Context: an optimization exercise on an open-source flow, tuned for small area. The choices shown serve that exercise and are no tape-out recipe. In this exercise RTL edits were held to simulation tests only and were not proved equivalent to the original. Power and IR drop assume default switching activity.

### constraint.sdc
create_clock -name core_clock -period 20.0 [get_ports {clk}]
set_input_delay 4.0000 -clock core_clock [delete_from_list [all_inputs] [get_ports {clk}]]
set_output_delay 4.0000 -clock core_clock [all_outputs]
set_load 0.01 [all_outputs]
### run.sh
#!/bin/bash
# synth_recipe.tcl (not shown) runs the flow's synth.tcl, then flattens the netlist and writes it again
# the make line also repeats each setting of config.mk as NAME=value (left out here)
make -C /OpenROAD-flow-scripts/flow DESIGN_CONFIG=/design/flow/config.mk WORK_HOME=/design/flow/orfs CLKGATE_MAP_FILE= SYNTH_SCRIPT=/design/flow/synth_recipe.tcl finish
### design.v
`timescale 1ns/1ps
module module_lecture(
    input        clk,
    input        n_reset,
    input  [3:0] filas_raw,
    output [3:0] columnas,
    output [3:0] sample
);
    reg [16:0] counter;
    reg [1:0] col_index;
    reg [3:0] columnas_reg;
    reg [3:0] sample_reg;
    reg [3:0] last_tecla;
    reg [9:0] same_count;
    always @(posedge clk or negedge n_reset) begin
        if (!n_reset) begin
            counter <= 0;
            col_index <= 0;
            columnas_reg <= 4'b0001;
            sample_reg <= 4'h0;
            last_tecla <= 4'h0;
            same_count <= 0;
        end else begin
            counter <= counter + 1;
            if (counter[16]) begin
                counter <= 0;
                col_index <= col_index + 1;
                case (col_index)
                    2'd0: columnas_reg <= 4'b0001;
                    2'd1: columnas_reg <= 4'b0010;
                    2'd2: columnas_reg <= 4'b0100;
                    2'd3: columnas_reg <= 4'b1000;
                endcase
            end
            if (filas_raw != 4'b1111) begin
                case ({columnas_reg, filas_raw})
                    8'b0001_1110: if (last_tecla != 4'h2) begin last_tecla <= 4'h2; same_count <= 0; end
                    8'b0001_1101: if (last_tecla != 4'h5) begin last_tecla <= 4'h5; same_count <= 0; end
                    8'b0001_1011: if (last_tecla != 4'h8) begin last_tecla <= 4'h8; same_count <= 0; end
                    8'b0001_0111: if (last_tecla != 4'h0) begin last_tecla <= 4'h0; same_count <= 0; end
                    8'b0010_1110: if (last_tecla != 4'h3) begin last_tecla <= 4'h3; same_count <= 0; end
                    8'b0010_1101: if (last_tecla != 4'h6) begin last_tecla <= 4'h6; same_count <= 0; end
                    8'b0010_1011: if (last_tecla != 4'h9) begin last_tecla <= 4'h9; same_count <= 0; end
                    8'b0010_0111: if (last_tecla != 4'hF) begin last_tecla <= 4'hF; same_count <= 0; end
                    8'b0100_1110: if (last_tecla != 4'h1) begin last_tecla <= 4'h1; same_count <= 0; end
                    8'b0100_1101: if (last_tecla != 4'h4) begin last_tecla <= 4'h4; same_count <= 0; end
                    8'b0100_1011: if (last_tecla != 4'h7) begin last_tecla <= 4'h7; same_count <= 0; end
                    8'b0100_0111: if (last_tecla != 4'hE) begin last_tecla <= 4'hE; same_count <= 0; end
                    8'b1000_1110: if (last_tecla != 4'hA) begin last_tecla <= 4'hA; same_count <= 0; end
                    8'b1000_1101: if (last_tecla != 4'hB) begin last_tecla <= 4'hB; same_count <= 0; end
                    8'b1000_1011: if (last_tecla != 4'hC) begin last_tecla <= 4'hC; same_count <= 0; end
                    8'b1000_0111: if (last_tecla != 4'hD) begin last_tecla <= 4'hD; same_count <= 0; end
                endcase
                if (same_count < 10'h3FF) begin
                    same_count <= same_count + 1;
                end else begin
                    sample_reg <= last_tecla;
                end
            end else begin
                same_count <= 0;
                last_tecla <= 4'h0;
            end
        end
    end
    assign columnas = columnas_reg;
    assign sample = sample_reg;
endmodule
module module_suma #(
    parameter RESULT_WIDTH = 14
)(
    input  wire                  clk,
    input  wire                  rst_n,
    input  wire [3:0]            key_code,
    input  wire                  key_pulse,
    output reg [RESULT_WIDTH-1:0] result,
    output reg                  result_valid,
    output reg                  result_pulse,
    output wire                 overflow
);
    reg [RESULT_WIDTH-1:0] current_value;
    reg [RESULT_WIDTH-1:0] stored_value;
    reg accumulating;
    assign overflow = (result >= 10000);
    always @(posedge clk or negedge rst_n) begin
        if (!rst_n) begin
            current_value <= 0;
            stored_value <= 0;
            result <= 0;
            result_valid <= 0;
            result_pulse <= 0;
            accumulating <= 0;
        end else begin
            result_pulse <= 0;  
            if (key_pulse) begin
                case (key_code)
                    4'h0, 4'h1, 4'h2, 4'h3, 4'h4, 
                    4'h5, 4'h6, 4'h7, 4'h8, 4'h9: begin
                        if (!accumulating) begin
                            current_value <= key_code;
                            accumulating <= 1;
                        end else begin
                            current_value <= (current_value * 10) + key_code;
                        end
                        result_valid <= 0;
                    end
                    4'd10: begin
                        stored_value <= current_value;
                        current_value <= 0;
                        accumulating <= 0;
                        result_valid <= 1;
                        result_pulse <= 1;
                    end
                    4'd11: begin
                        result <= stored_value + current_value;
                        current_value <= 0;
                        stored_value <= 0;
                        accumulating <= 0;
                        result_valid <= 1;
                        result_pulse <= 1;
                    end
                    4'd12: begin
                        current_value <= 0;
                        stored_value <= 0;
                        result <= 0;
                        accumulating <= 0;
                        result_valid <= 0;
                    end
                endcase
            end
        end
    end
endmodule
`timescale 1ns/1ps
module module_bin_to_bcd (
    input  [11:0] i_bin,    
    output reg [15:0] o_bcd     
);
    reg [11:0] bin_shift;
    reg [15:0] bcd;
    integer i;
    always @(*) begin
        bcd = 0;
        bin_shift = i_bin;
        for (i = 0; i < 12; i = i + 1) begin
            if (bcd[3:0]   >= 5) bcd[3:0]   = bcd[3:0]   + 3;
            if (bcd[7:4]   >= 5) bcd[7:4]   = bcd[7:4]   + 3;
            if (bcd[11:8]  >= 5) bcd[11:8]  = bcd[11:8]  + 3;
            if (bcd[15:12] >= 5) bcd[15:12] = bcd[15:12] + 3;
            bcd = {bcd[14:0], bin_shift[11]};
            bin_shift = bin_shift << 1;
        end
        o_bcd = bcd;
    end
endmodule
`timescale 1ns/1ps
module module_disp_controller #(
    parameter DIVIDER = 100000
)(
    input wire clk,
    input wire rst,
    input wire [15:0] data,
    output wire [6:0] seg,
    output reg [3:0] an
);
    reg [31:0] count;
    reg [1:0] sel;
    reg [3:0] digit;
    reg [6:0] seg_corrected;
    always @(posedge clk) begin
        if (rst) begin
            count <= 0;
            sel <= 0;
        end else begin
            count <= count + 1;
            if (count == DIVIDER) begin
                count <= 0;
                if (sel == 3)
                    sel <= 0;
                else
                    sel <= sel + 1;
            end
        end
    end
    always @(*) begin
        case(sel)
            2'b00: digit = data[3:0];
            2'b01: digit = data[7:4];
            2'b10: digit = data[11:8];
            2'b11: digit = data[15:12];
            default: digit = 4'b0000;
        endcase
    end
    always @(*) begin
        case(digit)
            4'h0: seg_corrected = 7'b0111111;  
            4'h1: seg_corrected = 7'b0000110;  
            4'h2: seg_corrected = 7'b1011011;  
            4'h3: seg_corrected = 7'b1001111;  
            4'h4: seg_corrected = 7'b1100110;  
            4'h5: seg_corrected = 7'b1101101;  
            4'h6: seg_corrected = 7'b1111101;  
            4'h7: seg_corrected = 7'b0000111;  
            4'h8: seg_corrected = 7'b1111111;  
            4'h9: seg_corrected = 7'b1101111;  
            default: seg_corrected = 7'b0000000;  
        endcase
    end
    assign seg = seg_corrected;
    always @(*) begin
        case(sel)
            2'b00: an = 4'b1110;  
            2'b01: an = 4'b1101;  
            2'b10: an = 4'b1011;  
            2'b11: an = 4'b0111;  
        endcase
    end
endmodule
`timescale 1ns/1ps
module module_top(
    input  wire        clk,
    input  wire        rst_n,
    output wire [3:0]  columnas,
    input  wire [3:0]  filas_raw,
    output wire [3:0]  a,
    output wire [6:0]  d
);
    wire [3:0] key_sample;
    wire [13:0] resultado_suma;
    wire result_valid;
    wire result_pulse;
    wire overflow;
    wire [11:0] bin_para_conversor;
    wire [15:0] bcd_para_display;
    wire [6:0] segments;
    wire [3:0] anodos;
    reg [3:0] last_key_sample;
    reg key_pulse;
    always @(posedge clk or negedge rst_n) begin
        if (!rst_n) begin
            last_key_sample <= 0;
            key_pulse <= 0;
        end else begin
            if (key_sample != 0 && key_sample != last_key_sample) begin
                key_pulse <= 1'b1;
            end else begin
                key_pulse <= 1'b0;
            end
            last_key_sample <= key_sample;
        end
    end
    module_lecture u_lecture (
        .clk(clk),
        .n_reset(rst_n),
        .filas_raw(filas_raw),
        .columnas(columnas),
        .sample(key_sample)
    );
    wire [3:0] key_code_para_suma;
    assign key_code_para_suma = 
        (key_sample == 4'h2) ? 4'h1 :  
        (key_sample == 4'h5) ? 4'h2 :  
        (key_sample == 4'h8) ? 4'h3 :  
        (key_sample == 4'h3) ? 4'h4 :  
        (key_sample == 4'h6) ? 4'h5 :  
        (key_sample == 4'h9) ? 4'h6 :  
        (key_sample == 4'h1) ? 4'h7 :  
        (key_sample == 4'h4) ? 4'h8 :  
        (key_sample == 4'h7) ? 4'h9 :  
        (key_sample == 4'h0) ? 4'h0 :  
        (key_sample == 4'hA) ? 4'd10 :  
        (key_sample == 4'hB) ? 4'd11 :  
        (key_sample == 4'hC) ? 4'd12 :  
        4'd15;  
    module_suma u_suma (
        .clk(clk),
        .rst_n(rst_n),
        .key_code(key_code_para_suma),
        .key_pulse(key_pulse),   
        .result(resultado_suma),
        .result_valid(result_valid),
        .result_pulse(result_pulse),
        .overflow(overflow)
    );
    assign bin_para_conversor = resultado_suma[11:0];
    module_bin_to_bcd u_bin_to_bcd (
        .i_bin(bin_para_conversor),
        .o_bcd(bcd_para_display)
    );
    module_disp_controller u_display (
        .clk(clk),
        .rst(~rst_n),
        .data(bcd_para_display),
        .seg(segments),
        .an(anodos)
    );
    assign a = anodos;
    assign d = segments;
endmodule
### config.mk
export PLATFORM = sky130hd
export DESIGN_NAME = module_top
export DESIGN_NICKNAME = module_top
export VERILOG_FILES = /design/flow/design.v
export SDC_FILE = /design/flow/constraint.sdc
export NUM_CORES = 4
export LEC_CHECK = 0
export CAP_MARGIN = 20
export CORE_MARGIN = 2
export CORE_UTILIZATION = 40
export SLEW_MARGIN = 20
==> impl_metrics.ini <==
[status]
status = finished clean

[sta]
layout_setup_ws_ns = 4.72
final-setup-viol-count = 0
slew_violations = 0
worst_hold_slack_ns = 0.472
rsz0062_at_grt = no
fmax_mhz = 65.4
maxSlewHeadroom = 0.282
hold_violations = 0
fin_crit_sh = 0.764
post-route-min-period_ns = 15.28
setup_tns_ns = 0
skew_ns = 0.00788
worst_pin_slew_ns = 1.06

[worst_setup_path]
path_max_fanout = 9
critical_path_required_ns = 16.00
worstReg2RegStart = u_lecture.sample_reg[2]$_DFFE_PN0P_
rr_endpoint = u_suma.current_value[11]$_DFFE_PN0P_
critPathArrivalTime_ns = 11.28
ff2ff_path_depth = 11
path_class = reg -> out
cpPeakStageDelay_ns = 0.53
worst_setup_path_end_kind = primary output
r2r_slack_ns = 16.76
startpoint_type = flop
path_common_cell = ha_1
cp_slowest_cell = clkdlybuf4s50_1

[cells_and_area]
fin_util = 0.451
regArea_um2 = 2760
drive_gt1_frac = 0.0863
multi_input_area_um2 = 6650
diodes = 0
largest_reg_flops = 32
top_register = u_display.count
fillerInstances = 2407
top_regs = u_display.count x32, u_lecture.counter x17
nets = 1260
area_delta_synth_final_pct = 11.3

[pwr]
total_leakage_power_nw = 4.61
clkPwrFrac = 0.505
pwr-share-comb = 0.078
ir_worst_vdd_mv = 0.0460
netSwitchingFraction = 0.225
power_switching_mw = 0.140
seqPwrFrac = 0.417
p_int_mw = 0.480
p_per_area_nw_per_um2 = 56.7

[worst_hold_path]
hold_end = u_display.count[0]$_SDFF_PP0_
min_path_type = reg -> reg
min_path_cells = 1
min_from = u_display.count[0]$_SDFF_PP0_

[logic_synthesis]
avgSynthCellArea_um2 = 8.34
ys_async_sr_fraction = 0.709
synth_edf_count = 0
yosys_warnings = 5
yosys.area.top_type = dfrtp_1
syn-cell-area_um2 = 9830
yosys_most_used_dff = dfrtp_1
synth.yosys.seq_area_share = 0.281
yosys_register_bits = 117
syn-num-nets = 1258
synth_top_area_frac = 0.209
synthCells = 1179
synth.distinct_cells = 110
synth_area_leaders = dfrtp_1 (21%), ha_1 (8.9%), dfxtp_1 (6.9%), nand2_1 (4.4%), xor2_1 (4.4%)

[placement]
place_congestion = 0.859
portBuffers = 20
dpl.hpwl_mm = 15.4
pre_cts_ws_ns = 5.17

[die]
core_um2 = 24200
ios = 21
die_y_um = 161
die_w_um = 161
dieArea_um2 = 25800
start_util = 0.405
rows = 57

[global_routing]
first_global_vias = 7911
grt-ovfl-total = 0
grt_use_total = 0.166
antenna_found_initial = 0
grt_max_degree = 71
grt_pass1_wl_mm = 36.9

[route]
num_vias = 8306
vias_per_cell = 5.47
drc = 0
wl_mm = 20.5
ant_nets = 0
wl_per_cell_um = 13.5
drt_iter0_markers = 422
drt-pass1-iter-count = 5

[clocking]
root_buffer = clkbuf_16
cts_sinks = 117
htree_levels = 4
clkSlewWorstSetupHoldPaths_ns = 0.05
cts_setup_buffers = 0
ctsHoldBuffers = 0
clk_latency_ns = 0.41
cts_buffers = 17
cts_tree = done
cts_buffer_depth = 2
ctsResizeCount = 0

[flow_run]
cap_viol_max_count = 0
## cell usage in the layout (no fill, tap or decap), types with 34 or more instances in the layout
master / instances
a21oi_1: 61
xor2_1: 49
ha_1: 70
xnor2_1: 39
dfrtp_1: 82
nand3_1: 44
o21ai_0: 83
nor2_1: 105
nand2_1: 115
inv_1: 63
dfxtp_1: 34
## Yosys cell counts, types with 4 or more instances
cell type and count:
dfrtp_1 82, a211oi_1 9, nor3_1 20, and3_1 19, nand3_1 44, nand4_1 14
and2_1 11, nand2_1 115, inv_1 63, o211ai_1 19, xnor2_1 39, a31oi_1 9
a21o_1 22, nor2b_1 11, o221ai_1 5, or2_2 4, clkbuf_1 38, o21a_1 5
nand2b_1 8, ha_1 70, nor4b_1 5, o21bai_1 10, nor3b_1 6, nand3b_1 4
xor2_1 49, nor2_1 105, o31a_1 4, inv_2 5, mux2i_1 22, dfxtp_1 34
or3_1 14, nor4_1 11, nand4b_1 5, a22oi_1 4, o21ai_1 5, a22o_1 19
o21ai_0 83, a2111oi_0 5, a21oi_1 61, mux2_2 12, o211a_1 4
## worst max-delay path: cells and delay by family (launching register included)
family | cells | cell delay, ns
xor gates and xnor gates | 3 | 0.90
muxes | 5 | 1.19
AOI/OAI and AO/OA | 12 | 2.67
and+or+nand+nor | 10 | 2.03
DFF | 1 | 0.49
buffers and inverters | 9 | 1.23
adders and majority gates | 10 | 2.35
## cell families after synthesis
group | Yosys count | synth area share
multiplexers | 41 | 0.0475
AND/OR/NAND/NOR | 417 | 0.212
flip-flops | 117 | 0.281
XOR/XNOR | 90 | 0.0824
AO/OA/AOI/OAI | 329 | 0.238
buffers and inverters | 112 | 0.0435
adder cells (fa/ha/maj) | 73 | 0.0952
## per-layer routing
| metal | part of all wire | vias up | global-route usage |
|---|---|---|---|
| met5 | 0 | - | 0 |
| met4 | 0.010 | 0 | 0.0398 |
| met3 | 0.022 | 14 | 0.0220 |
| met2 | 0.48 | 113 | 0.282 |
| met1 | 0.49 | 3893 | 0.224 |
| li1 | - | 4286 | - |
## power groups by stage
| stage | Sequential, mW | Combinational, mW | Clock [mW] |
|---|---|---|---|
| detailed placement | 0.263 | 0.0489 | 0 |
| global route | 0.261 | 0.0569 | 0.334 |
| global placement | 0.263 | 0.0473 | 0 |
| finish | 0.259 | 0.0481 | 0.313 |
| CTS | 0.259 | 0.0490 | 0.321 |
| floorplan | 0.258 | 0.0396 | 0 |
## final cells by class
class | instances | area share
clock buffer | 24 | 0.0459
clock inverter | 8 | 0.0110
inverter | 70 | 0.0240
multi-input combinational | 950 | 0.608
sequential | 117 | 0.252
tap | 324 | 0.0371
timing repair buffer | 25 | 0.0215
## metrics by stage
step | instance area (um^2) | cells | total power, mW
finish | 10900 | 1518 | 0.620
global route | 10900 | 1518 | 0.652
CTS | 10900 | 1518 | 0.629
detailed placement | 10300 | 1486 | 0.312
global placement | 10300 | 1486 | 0.310
floorplan | 9830 | 1179 | 0.298
## worst max-delay path by stage
stage	start	end	slack (ns)	cells past startpoint
2_1_floorplan	u_suma.result[9]$_DFFE_PN0P_	d[3]	6.89	50
4_1_cts	u_suma.result[9]$_DFFE_PN0P_	d[3]	4.72	49
5_1_grt	u_suma.result[9]$_DFFE_PN0P_	d[5]	3.60	50
3_3_place_gp	u_suma.result[9]$_DFFE_PN0P_	d[3]	5.57	49
3_5_place_dp	u_suma.result[9]$_DFFE_PN0P_	d[3]	5.17	49
6_report	u_suma.result[9]$_DFFE_PN0P_	d[3]	4.72	49

## static timing again, ports no longer ideal
No port has a modelled driver above. Below, the same layout with a new extraction and two added sets of constraints.
Step 1 (the two cells are an assumption about what drives the block):
set clk [get_ports {clk}]
set_driving_cell -lib_cell sky130_fd_sc_hd__clkbuf_16 $clk
set_driving_cell -lib_cell sky130_fd_sc_hd__buf_2 [delete_from_list [all_inputs] $clk]
Step 2 moves the port delays by t, midway between the first and last clock arrival at a register: inputs arrive t later, outputs are due t later. That takes back most of the time a late clock gives input paths.
Three values: ideal ports, drivers, drivers and shift; two values: the first two.
t (ns): 0.440
setup WS [ns]: 4.715 / 4.676 / 5.116
worst hold slack (ns): 0.472 / 0.472 / 0.472
worst setup path at the end: register to output
pins driven straight from the clock port: 1
After both steps this run still meets setup and hold. For this run, drivers alone change the setup slack by -0.039 ns; drivers and shift together by +0.401 ns.
